Background: an optimization exercise with open tools, aiming at small area and a short achievable clock period. Do not read the settings as production practice. In this exercise RTL edits were held to simulation tests only and were not proved equivalent to the original. No activity file was given, so power comes from the tool's default toggle rates.

## build 58
## jmb_9x9_filter
module jmb_9x9_filter #(
  parameter integer pixel_width = 8,
  parameter integer image_width = 64
) (
  input  wire valid_in,
  input  wire ready_in,
  input  wire clock,
  input  wire reset_n,
  input  wire [pixel_width-1:0] data_in,
  output wire valid_out,
  output wire ready_out,
  output wire [pixel_width-1:0] data_out
);
Size in the first run: ~11,000 cells after synthesis, about 4,300 flip-flops, ~22 I/O pins, about 140,000 sq um of cells after synthesis.
==> flow/config.mk <==
export PLATFORM = sky130hd
export DESIGN_NAME = jmb_9x9_filter
export DESIGN_NICKNAME = jmb_9x9_filter
export VERILOG_FILES = /design/flow/design.v
export SDC_FILE = /design/flow/constraint.sdc
export NUM_CORES = 4
export LEC_CHECK = 0
export CAP_MARGIN = 20
export CORE_MARGIN = 2
export CORE_UTILIZATION = 55
export SLEW_MARGIN = 20
==> flow/constraint.sdc <==
create_clock -name core_clock -period 12.5 [get_ports {clock}]
set_input_delay 2.5000 -clock core_clock [delete_from_list [all_inputs] [get_ports {clock}]]
set_output_delay 2.5000 -clock core_clock [all_outputs]
set_load 0.01 [all_outputs]
standard.sh (not shown) runs the stock make flow with config.mk's settings and CLKGATE_MAP_FILE= SYNTH_SCRIPT=/design/flow/synth_recipe.tcl, a recipe that flattens the netlist after the stock synthesis.
==> flow/flow/run.sh <==
#!/bin/bash
# The standard layout (standard.sh: the standard flow's synthesis and ORFS flow, unchanged
# SDC) with these make-variable overrides:
#  - timing repair aims at a setup slack of 8.8 ns instead of 0,
#  - the buffers ABC put in are removed at floorplan (REMOVE_ABC_BUFFERS)
#    instead of running the pre-placement timing repair,
#  - port buffers are buf_4 (the default pick is a slow delay cell),
#  - CTS without dummy balancing loads, sinks clustered 30 per leaf buffer
#    within 60 um.
# make's full output goes to make_finish.log, each step's to orfs/logs/.
set -euo pipefail
bash standard.sh \
  SETUP_SLACK_MARGIN=8.8 \
  REMOVE_ABC_BUFFERS=1 \
  "BUFFER_PORTS_ARGS=-buffer_cell sky130_fd_sc_hd__buf_4" \
  "CTS_ARGS=-sink_clustering_enable -repair_clock_nets -dont_use_dummy_load -sink_clustering_size 30 -sink_clustering_max_diameter 60" \
  finish > make_finish.log 2>&1
Build 58 finished end to end and its layout was clean on timing, DRC and antenna.
For build 38, these inputs were changed with respect to build 58:
- CORE_UTILIZATION changed from 55 to 40
==> flow/run.sh (new file) <==
#!/bin/bash
# synth_recipe.tcl (not shown) runs the flow's synth.tcl, then flattens the netlist and writes it again
# the make line also repeats each setting of config.mk as NAME=value (left out here)
make -C /OpenROAD-flow-scripts/flow DESIGN_CONFIG=/design/flow/config.mk WORK_HOME=/design/flow/orfs CLKGATE_MAP_FILE= SYNTH_SCRIPT=/design/flow/synth_recipe.tcl finish
removed: flow/flow/run.sh
removed: flow/standard.sh
Results
- Summary — met2 global-route usage, build 38 relative to build 58: lower, by 13 points.
- Comparing build 58 and build 38, the higher starting utilization of the core area was measured on build 58.
- Build 38 packs its core more loosely than build 58.
What build 4 does differently from build 38 at the input level:
==> flow/flow/run.sh (new file) <==
#!/bin/bash
# The standard layout (standard.sh: the standard flow's synthesis and ORFS flow, unchanged
# SDC and floorplan settings) with these make-variable overrides:
#  - timing repair aims at a setup slack of 8.7 ns instead of 0,
#  - port buffers are buf_4 (the default pick is a slow delay cell),
#  - CTS without dummy balancing loads, sinks clustered 30 per leaf buffer
#    within 60 um.
# make's full output goes to make_finish.log, each step's to orfs/logs/.
set -euo pipefail
bash standard.sh \
  SETUP_SLACK_MARGIN=8.7 \
  "BUFFER_PORTS_ARGS=-buffer_cell sky130_fd_sc_hd__buf_4" \
  "CTS_ARGS=-sink_clustering_enable -repair_clock_nets -dont_use_dummy_load -sink_clustering_size 30 -sink_clustering_max_diameter 60" \
  finish > make_finish.log 2>&1
==> flow/standard.sh (new file) <==
#!/bin/bash
# synth_recipe.tcl (not shown) runs the flow's synth.tcl, then flattens the netlist and writes it again
# the make line also repeats each setting of config.mk as NAME=value (left out here)
make -C /OpenROAD-flow-scripts/flow DESIGN_CONFIG=/design/flow/config.mk WORK_HOME=/design/flow/orfs CLKGATE_MAP_FILE= SYNTH_SCRIPT=/design/flow/synth_recipe.tcl "${@:-finish}"
removed: flow/run.sh
==> comparison <==
Build 4: smallest hold slack is 24 ps lower than what build 38 reported. From build 38 to build 4 the numbers moved as follows: routed wire length higher, final design utilization shows a reduction of 1.6 points. Clock period minus worst slack on build 4 is down relative to build 38. For maximum number of pins on one net before global-route repair, dividing the value from build 4 by the value from build 38 gives 0.889. met1 as the most used routing layer in global routing was reported by build 4, and met2 by build 38. The aggregate global-route resource usage in build 4 was higher than what build 38 gave.

========
== v16 ==
Another version of the RTL of jmb_9x9_filter (not shown whole).
For scale: roughly 11000 cells after synthesis, ~4300 flip-flops, roughly 22 I/O pins.
Settings: LEC_CHECK=0, CAP_MARGIN=20, CORE_MARGIN=2, CORE_UTILIZATION=65, SLEW_MARGIN=20; clock period 12.5 ns.
==> flow/flow/run.sh <==
#!/bin/bash
# The standard layout (standard.sh: the standard flow's synthesis and ORFS flow, unchanged
# SDC) with these make-variable overrides:
#  - timing repair aims at a setup slack of 8.8 ns instead of 0,
#  - the buffers ABC put in are removed at floorplan (REMOVE_ABC_BUFFERS)
#    instead of running the pre-placement timing repair,
#  - port buffers are buf_4 (the default pick is a slow delay cell),
#  - CTS without dummy balancing loads, sinks clustered 30 per leaf buffer
#    within 60 um.
# make's full output goes to make_finish.log, each step's to orfs/logs/.
set -euo pipefail
bash standard.sh \
  SETUP_SLACK_MARGIN=8.8 \
  REMOVE_ABC_BUFFERS=1 \
  "BUFFER_PORTS_ARGS=-buffer_cell sky130_fd_sc_hd__buf_4" \
  "CTS_ARGS=-sink_clustering_enable -repair_clock_nets -dont_use_dummy_load -sink_clustering_size 30 -sink_clustering_max_diameter 60" \
  finish > make_finish.log 2>&1
#### Input delta (v11 over v16)
Settings: CORE_UTILIZATION now 55, was 65.
Notes after the runs:
- [compare] base=v16 new=v11: wire length on met2 picked up an extra about 3%; power picked up an extra about 1.7%; clock-pin slew on the worst setup and hold paths neither gained nor lost much; number of tap cells added at floorplan picked up an extra 531.
- Delta (v11 minus v16): register-to-register slack fell 0.08 ns, count of clock-net buffers in the final layout rose 10%, slack of the critical path rose 0.033 ns, number of vias after detailed routing about even.
- Of v11 and v16, the run reporting the higher signal arrival time at the worst endpoint was v16.

-- afterwards: timing with drivers on the ports --
Ports are ideal in the flow. The routed layouts listed here were re-timed in OpenROAD.
Step 1, drivers: a clkbuf_16 drives clock and a buf_2 each remaining input, both assumed.
Step 2 moves the port delays by t, midway between the first and last clock arrival at a register: inputs arrive t later, outputs are due t later. That takes back most of the time a late clock gives input paths.
Three values: no drivers, after step 1, after step 2; two values: the first two.
run	t, ns	slack for setup (ns)	clock arrival spread, ns	slew at the worst register clock pin (ns)	cell pins on the clock port's net
build 58	0.976	8.489 / 8.466 / 7.909	0.088 / 0.088	0.11 / 0.11	1
build 38	1.024	6.780 / 6.853 / 5.828	0.085 / 0.085	0.07 / 0.07	1
build 4	0.966	8.557 / 8.557 / 7.727	0.150 / 0.151	0.11 / 0.11	1
v16	0.928	8.613 / 8.526 / 7.877	0.083 / 0.083	0.11 / 0.11	1
v11	0.940	8.646 / 8.554 / 7.817	0.096 / 0.096	0.11 / 0.11	1
After both steps setup and hold are still met in every run listed. The setup slack of build 38, which loses most, moves by +0.073 ns with the drivers and by -0.952 ns with both steps.
